From an optimization exercise on the open Yosys and OpenROAD flow, aimed at small area and a short achievable clock period; shortcuts taken in it are not production practice.
In this exercise RTL edits were held to simulation tests only and were not proved equivalent to the original.

Design square_extractor, start of the top module:
module square_extractor #(
	parameter WIDTH = 32
)(
	input clk,     
	input rst_n,   
	input din_valid,
	input [2 * WIDTH - 1:0]radicand,
	output dout_valid,
	output [WIDTH - 1:0]dout,
	output [2 * WIDTH - 1:0]remainder
);
Size: ~9400 cells after synthesis.
export LEC_CHECK = 0
export ABC_AREA = 1
export CAP_MARGIN = 20
export CORE_MARGIN = 2
export CORE_UTILIZATION = 40
export CTS_CLUSTER_DIAMETER = 200
export CTS_CLUSTER_SIZE = 20
export SETUP_SLACK_MARGIN = 3.05
export SLEW_MARGIN = 20
create_clock -name core_clock -period 5.5 [get_ports {clk}]
standard.sh (not shown) runs the stock make flow with config.mk's settings and CLKGATE_MAP_FILE= SYNTH_SCRIPT=/design/flow/synth_recipe.tcl, a recipe that flattens the netlist after the stock synthesis.
==> flow/flow/run.sh <==
#!/bin/bash
# Own flow: the standard layout (standard.sh), except that synthesis maps
# the combinational logic with flow/abc.script (see flow/synth.tcl).  Each
# step's full output goes to a log file of its own in this folder.
set -euo pipefail
W=$(pwd)
export OWN_WORK=$W
export OWN_ABC_SCRIPT=$W/flow/abc.script
for step in synth floorplan place cts route finish; do
  bash standard.sh SYNTH_SCRIPT=$W/flow/synth.tcl $step > $W/$step.log 2>&1
done
==> flow/flow/abc.script <==
strash
dch
map -B 0.9
topo
stime -c
buffer -c
upsize -c
dnsize -c
==> flow/flow/synth.tcl <==
# The standard flow's synthesis script (synth_recipe.tcl in the work folder), without
# Yosys's extract_fa step (ORFS's mapping of full and half adders onto the
# library's fa/ha cells) and with Yosys's abc pass run on flow/abc.script.
# Only the mapping of the combinational logic changes; the flip-flops and
# their names are the standard synthesis's.
proc extract_fa {args} { puts "own flow: extract_fa skipped" }
proc abc {args} {
  set i [lsearch $args -script]
  lset args [expr {$i + 1}] $::env(OWN_ABC_SCRIPT)
  puts "own flow: abc $args"
  yosys abc {*}$args
}
source $::env(OWN_WORK)/synth_recipe.tcl
The starting point passed the timing, design-rule and antenna checks.
Rerun with:
==> flow/flow/run.sh (replaced) <==
#!/bin/bash
# Own flow: the standard layout (standard.sh, all steps unchanged), except
# that synthesis skips Yosys's extract_fa step and maps the combinational
# logic with flow/abc.script (ORFS's abc_area.script); see flow/synth.tcl.
# Each step's full output goes to a log file of its own in this folder.
set -euo pipefail
W=$(pwd)
export OWN_WORK=$W
export OWN_ABC_SCRIPT=$W/flow/abc.script
for step in synth floorplan place cts route finish; do
  bash standard.sh SYNTH_SCRIPT=$W/flow/synth.tcl $step > $W/$step.log 2>&1
done
SETUP_SLACK_MARGIN = 3.1   (was 3.05)
TNS_END_PERCENT = 30.0   (was not set)
The new run completed with no timing, DRC or antenna violations.
Synthesized area does not change.
Routed wire length went down by 1.2%.
Clock skew stays flat.
Flip-flop and latch count stays the same.
Non-clock buffer count went down by 17.
Global-route usage went down by 0.15 points.
Rerun with:
TNS_END_PERCENT = not set   (was 30.0)
Outcome: Cell area grows by 2.7%. Non-clock buffer count rises by 69. Routed wire length went up by 3.1%.
Rerun with:
SETUP_SLACK_MARGIN = 3.2   (was 3.1)
Result: The new run passed the timing, design-rule and antenna checks. Wire length went up by a few percent. Design area went up by a few percent. Register-to-register slack barely changes.

== job 101 ==
Another version of the RTL of square_extractor (not shown whole).
Size: roughly 64000 µm² of cells after synthesis.
clock: 5.5 ns
lec_check: 0
abc_area: 1
cap_margin: 10
core_margin: 2
core_utilization: 40
cts_cluster_diameter: 200
cts_cluster_size: 20
setup_slack_margin: 3.1
slew_margin: 10
==> flow/flow/run.sh <==
#!/bin/bash
# Own flow: the standard layout (standard.sh, all steps unchanged), except
# that synthesis skips Yosys's extract_fa step and maps the combinational
# logic with flow/abc.script (ORFS's abc_area.script); see flow/synth.tcl.
# Each step's full output goes to a log file of its own in this folder.
set -euo pipefail
W=$(pwd)
export OWN_WORK=$W
export OWN_ABC_SCRIPT=$W/flow/abc.script
for step in synth floorplan place cts route finish; do
  bash standard.sh SYNTH_SCRIPT=$W/flow/synth.tcl $step > $W/$step.log 2>&1
done
Scripts as last shown in full above: flow/flow/abc.script, flow/flow/synth.tcl
Changes in job 102 relative to job 101:
Settings: setting PLACE_DENSITY to 0.75 for the first time; changing CAP_MARGIN from 10 to 20; changing SLEW_MARGIN from 10 to 20.
- Looking at maximum frequency across job 102 and job 101, the one that comes out higher is job 101.
- [compare] base=job 101 new=job 102: design area rose 570 µm², smallest setup slack after layout fell 56 ps, cell count after placement about even, minimum clock period rose 56 ps.
- Summary of job 102 over job 101: number of instances resized during post-cts repair -about 3%.
- Compared with job 101, the router placed more vias in job 102.
- Job 102 and job 101 ended up with nearly the same clock network contribution to total cell area.
- met1 track utilization from global routing for job 102 is lower than for job 101.
- r_s17[26] as the worst setup path endpoint was reported by job 101, and r_s19[8] by job 102.

build 22:
square_extractor, a different RTL version from the one above (not shown whole).
Size in the first run: roughly 10,000 cells after synthesis, about 1,700 flip-flops, ~77,000 µm² of cells after synthesis.
==> flow/config.mk <==
export PLATFORM = sky130hd
export DESIGN_NAME = square_extractor
export DESIGN_NICKNAME = square_extractor
export VERILOG_FILES = /design/flow/design.v
export SDC_FILE = /design/flow/constraint.sdc
export NUM_CORES = 8
export LEC_CHECK = 0
export ABC_AREA = 1
export CAP_MARGIN = 20
export CORE_MARGIN = 2
export CORE_UTILIZATION = 40
export CTS_CLUSTER_DIAMETER = 60
export CTS_CLUSTER_SIZE = 30
export SETUP_SLACK_MARGIN = 3.2
export SLEW_MARGIN = 20
==> flow/constraint.sdc <==
create_clock -name core_clock -period 5.5 [get_ports {clk}]
set_input_delay 1.1000 -clock core_clock [delete_from_list [all_inputs] [get_ports {clk}]]
set_output_delay 1.1000 -clock core_clock [all_outputs]
set_load 0.01 [all_outputs]
run.sh (not shown) runs the stock make flow with config.mk's settings and CLKGATE_MAP_FILE= SYNTH_SCRIPT=/design/flow/synth_recipe.tcl, a recipe that flattens the netlist after the stock synthesis.
Stock flow here: none of the scripts above is used.
[inputs] build 55 vs build 22
# build 22
export LEC_CHECK = 0
export ABC_AREA = 1
export CAP_MARGIN = 20
export CORE_MARGIN = 2
export CORE_UTILIZATION = 40
export CTS_CLUSTER_DIAMETER = 60
export CTS_CLUSTER_SIZE = 30
export SETUP_SLACK_MARGIN = 3.2
export SLEW_MARGIN = 20
create_clock -name core_clock -period 5.5 [get_ports {clk}]
# build 55
export LEC_CHECK = 0
export ABC_AREA = 1
export CAP_MARGIN = 20
export CORE_MARGIN = 2
export CORE_UTILIZATION = 40
export CTS_CLUSTER_DIAMETER = 150
export CTS_CLUSTER_SIZE = 30
export SETUP_SLACK_MARGIN = 3.05
export SLEW_MARGIN = 20
create_clock -name core_clock -period 5.5 [get_ports {clk}]
Build 55 vs. build 22: transition time at the pin with the least slew margin moved down, post-route clock period utilization fell by 0.31 points, number of buffers added by the clock tree synthesis step -74.
Minimum clock period after layout: build 55 lower than build 22
In the metrics for build 55 and build 22, the one carrying the higher fraction of area in multi-input gates is build 55.
Build 55 ended with less post-layout instance count excluding filler cells than build 22.
Between build 22 and build 55, the flow reports final design instance area without fill decreasing by a little under 10%.
Build 55 vs. build 22: largest clock skew in the final design decreased by 0.0051 ns relative to the old numbers.
Here is what was changed in the inputs of build 15 compared with build 55.
# build 55
export LEC_CHECK = 0
export ABC_AREA = 1
export CAP_MARGIN = 20
export CORE_MARGIN = 2
export CORE_UTILIZATION = 40
export CTS_CLUSTER_DIAMETER = 150
export CTS_CLUSTER_SIZE = 30
export SETUP_SLACK_MARGIN = 3.05
export SLEW_MARGIN = 20
create_clock -name core_clock -period 5.5 [get_ports {clk}]
# build 15
export LEC_CHECK = 0
export ABC_AREA = 1
export CAP_MARGIN = 20
export CORE_MARGIN = 2
export CORE_UTILIZATION = 40
export CTS_CLUSTER_DIAMETER = 60
export CTS_CLUSTER_SIZE = 30
export SETUP_SLACK_MARGIN = 3
export SLEW_MARGIN = 20
create_clock -name core_clock -period 5.5 [get_ports {clk}]
==> comparison <==
Build 55 → build 15: non-clock buffer count went down, ratio of final minimum period to clock period went up, maximum frequency went down.
Changes in build 76 relative to build 15:
# build 15
export LEC_CHECK = 0
export ABC_AREA = 1
export CAP_MARGIN = 20
export CORE_MARGIN = 2
export CORE_UTILIZATION = 40
export CTS_CLUSTER_DIAMETER = 60
export CTS_CLUSTER_SIZE = 30
export SETUP_SLACK_MARGIN = 3
export SLEW_MARGIN = 20
create_clock -name core_clock -period 5.5 [get_ports {clk}]
# build 76
export LEC_CHECK = 0
export ABC_AREA = 1
export CAP_MARGIN = 20
export CORE_MARGIN = 2
export CORE_UTILIZATION = 40
export CTS_CLUSTER_DIAMETER = 200
export CTS_CLUSTER_SIZE = 20
export SETUP_SLACK_MARGIN = 3.05
export SLEW_MARGIN = 20
create_clock -name core_clock -period 5.5 [get_ports {clk}]
==> flow/flow/run.sh (new file) <==
#!/bin/bash
# Own flow: the standard layout (standard.sh), except that synthesis maps
# the combinational logic with flow/abc.script (see flow/synth.tcl).  Each
# step's full output goes to a log file of its own in this folder.
set -euo pipefail
W=$(pwd)
export OWN_WORK=$W
export OWN_ABC_SCRIPT=$W/flow/abc.script
for step in synth floorplan place cts route finish; do
  bash standard.sh SYNTH_SCRIPT=$W/flow/synth.tcl $step > $W/$step.log 2>&1
done
==> flow/flow/abc.script (new file) <==
strash
dch
map -B 0.9
topo
stime -c
buffer -c
upsize -c
dnsize -c
==> flow/flow/synth.tcl (new file) <==
# The standard flow's synthesis script (synth_recipe.tcl in the work folder), without
# Yosys's extract_fa step (ORFS's mapping of full and half adders onto the
# library's fa/ha cells) and with Yosys's abc pass run on flow/abc.script.
# Only the mapping of the combinational logic changes; the flip-flops and
# their names are the standard synthesis's.
proc extract_fa {args} { puts "own flow: extract_fa skipped" }
proc abc {args} {
  set i [lsearch $args -script]
  lset args [expr {$i + 1}] $::env(OWN_ABC_SCRIPT)
  puts "own flow: abc $args"
  yosys abc {*}$args
}
source $::env(OWN_WORK)/synth_recipe.tcl
==> flow/standard.sh (new file) <==
#!/bin/bash
# synth_recipe.tcl (not shown) runs the flow's synth.tcl, then flattens the netlist and writes it again
# the make line also repeats each setting of config.mk as NAME=value (left out here)
make -C /OpenROAD-flow-scripts/flow DESIGN_CONFIG=/design/flow/config.mk WORK_HOME=/design/flow/orfs CLKGATE_MAP_FILE= SYNTH_SCRIPT=/design/flow/synth_recipe.tcl "${@:-finish}"
removed: flow/run.sh
## What came out
Diff build 15 -> build 76: number of cell instances on the worst register-to-register path climbed 1, via count of the routed design has increased. In the metrics for build 76 and build 15, the one carrying the higher final core utilization is build 15. Cell count after placement (build 76 / build 15): 1.11. Looking only at first-pass iteration count of the detailed router, and setting everything else aside, the higher value of build 76 and build 15 goes to build 15. Number of cells on the critical path: build 76 lower than build 15. Cell area | build 76 vs build 15 | build 76 smaller.
Here is what was changed in the inputs of build 63 compared with build 76.
# build 76
export LEC_CHECK = 0
export ABC_AREA = 1
export CAP_MARGIN = 20
export CORE_MARGIN = 2
export CORE_UTILIZATION = 40
export CTS_CLUSTER_DIAMETER = 200
export CTS_CLUSTER_SIZE = 20
export SETUP_SLACK_MARGIN = 3.05
export SLEW_MARGIN = 20
create_clock -name core_clock -period 5.5 [get_ports {clk}]
# build 63
export LEC_CHECK = 0
export ABC_AREA = 1
export CAP_MARGIN = 20
export CORE_MARGIN = 2
export CORE_UTILIZATION = 40
export CTS_CLUSTER_DIAMETER = 300
export CTS_CLUSTER_SIZE = 16
export SETUP_SLACK_MARGIN = 3.05
export SLEW_MARGIN = 20
create_clock -name core_clock -period 5.5 [get_ports {clk}]
==> flow/run.sh (new file) <==
#!/bin/bash
# synth_recipe.tcl (not shown) runs the flow's synth.tcl, then flattens the netlist and writes it again
# the make line also repeats each setting of config.mk as NAME=value (left out here)
make -C /OpenROAD-flow-scripts/flow DESIGN_CONFIG=/design/flow/config.mk WORK_HOME=/design/flow/orfs CLKGATE_MAP_FILE= SYNTH_SCRIPT=/design/flow/synth_recipe.tcl finish
removed: flow/flow/run.sh
removed: flow/flow/abc.script
removed: flow/flow/synth.tcl
removed: flow/standard.sh
Notes after the runs:
- Build 63 -> build 76: width of the die flat
- Build 63 vs build 76: total placed cells including tap cells down
- In the metrics for build 76 and build 63, the one carrying the lower synthesis-to-layout area growth is build 76.
- On sum of routed wire length over all layers: build 63 sits below build 76.
- Comparing stage delay of the slowest cell on the critical path for build 76 and build 63, the bigger number came from build 63.
- Diff build 76 -> build 63 | pin count of the biggest net entering global routing | down by more than 10%
- Path type of the worst min-delay path = input pin to asynchronous set/reset pin: build 76; path type of the worst min-delay path = flop to flop: build 63
- Looking at number of standard cells after synthesis, build 63 sits 12% below build 76.
- Looking at buffer count from post-CTS setup fixing, build 63 sits 9 above build 76.
- Build 76 vs build 63, endpoint of the most critical setup path: dout[11] vs r_s5[11]
- Of build 76 and build 63, build 63 shows the lower fraction of area in registers, with build 76 above it.

-- separate check: timing with driven ports --
In the flow no input, the clock included, has a driving cell. The finished layouts below were timed again as built, in two steps. Step 1: set_driving_cell puts a clkbuf_16 on clk and a buf_2 on each other input, an assumption about the parent block. Step 2 times the ports against the registers' clock, not the clock port: input delays grow and output delays shrink by t, the midpoint of the rising clock arrivals with the driver on. Slacks: no drivers / after step 1 / after step 2; pairs: no drivers / after step 1.
run	t (ns)	setup slack, ns	clock arrival spread, ns	worst slew at a driven data input, ns	pins driven straight from the clock port
the first run of note 1	0.803	3.082 / 3.028 / 2.498	0.044 / 0.044	0.07	1
the second run of note 1	0.799	2.804 / 2.720 / 2.452	0.046 / 0.046	0.07	1
the third run of note 1	0.805	3.161 / 3.075 / 2.521	0.046 / 0.046	0.07	1
the fourth run of note 1	0.815	3.155 / 3.074 / 2.604	0.066 / 0.065	0.09	1
job 101	0.798	3.159 / 3.079 / 2.643	0.073 / 0.073	0.06	1
job 102	0.780	3.103 / 3.072 / 2.552	0.072 / 0.072	0.07	1
build 22	0.890	3.064 / 2.980 / 2.613	0.043 / 0.044	0.12	1
build 55	0.839	3.081 / 3.034 / 2.644	0.043 / 0.043	0.12	1
build 15	0.874	2.994 / 2.984 / 2.639	0.058 / 0.058	0.12	1
build 76	0.838	3.098 / 3.012 / 2.953	0.052 / 0.053	0.08	1
build 63	0.863	3.044 / 3.030 / 2.651	0.068 / 0.068	0.12	1
After both steps setup and hold are still met in every run listed. The setup slack of the third run of note 1, which loses most, moves by -0.086 ns with the drivers and by -0.640 ns with both steps.
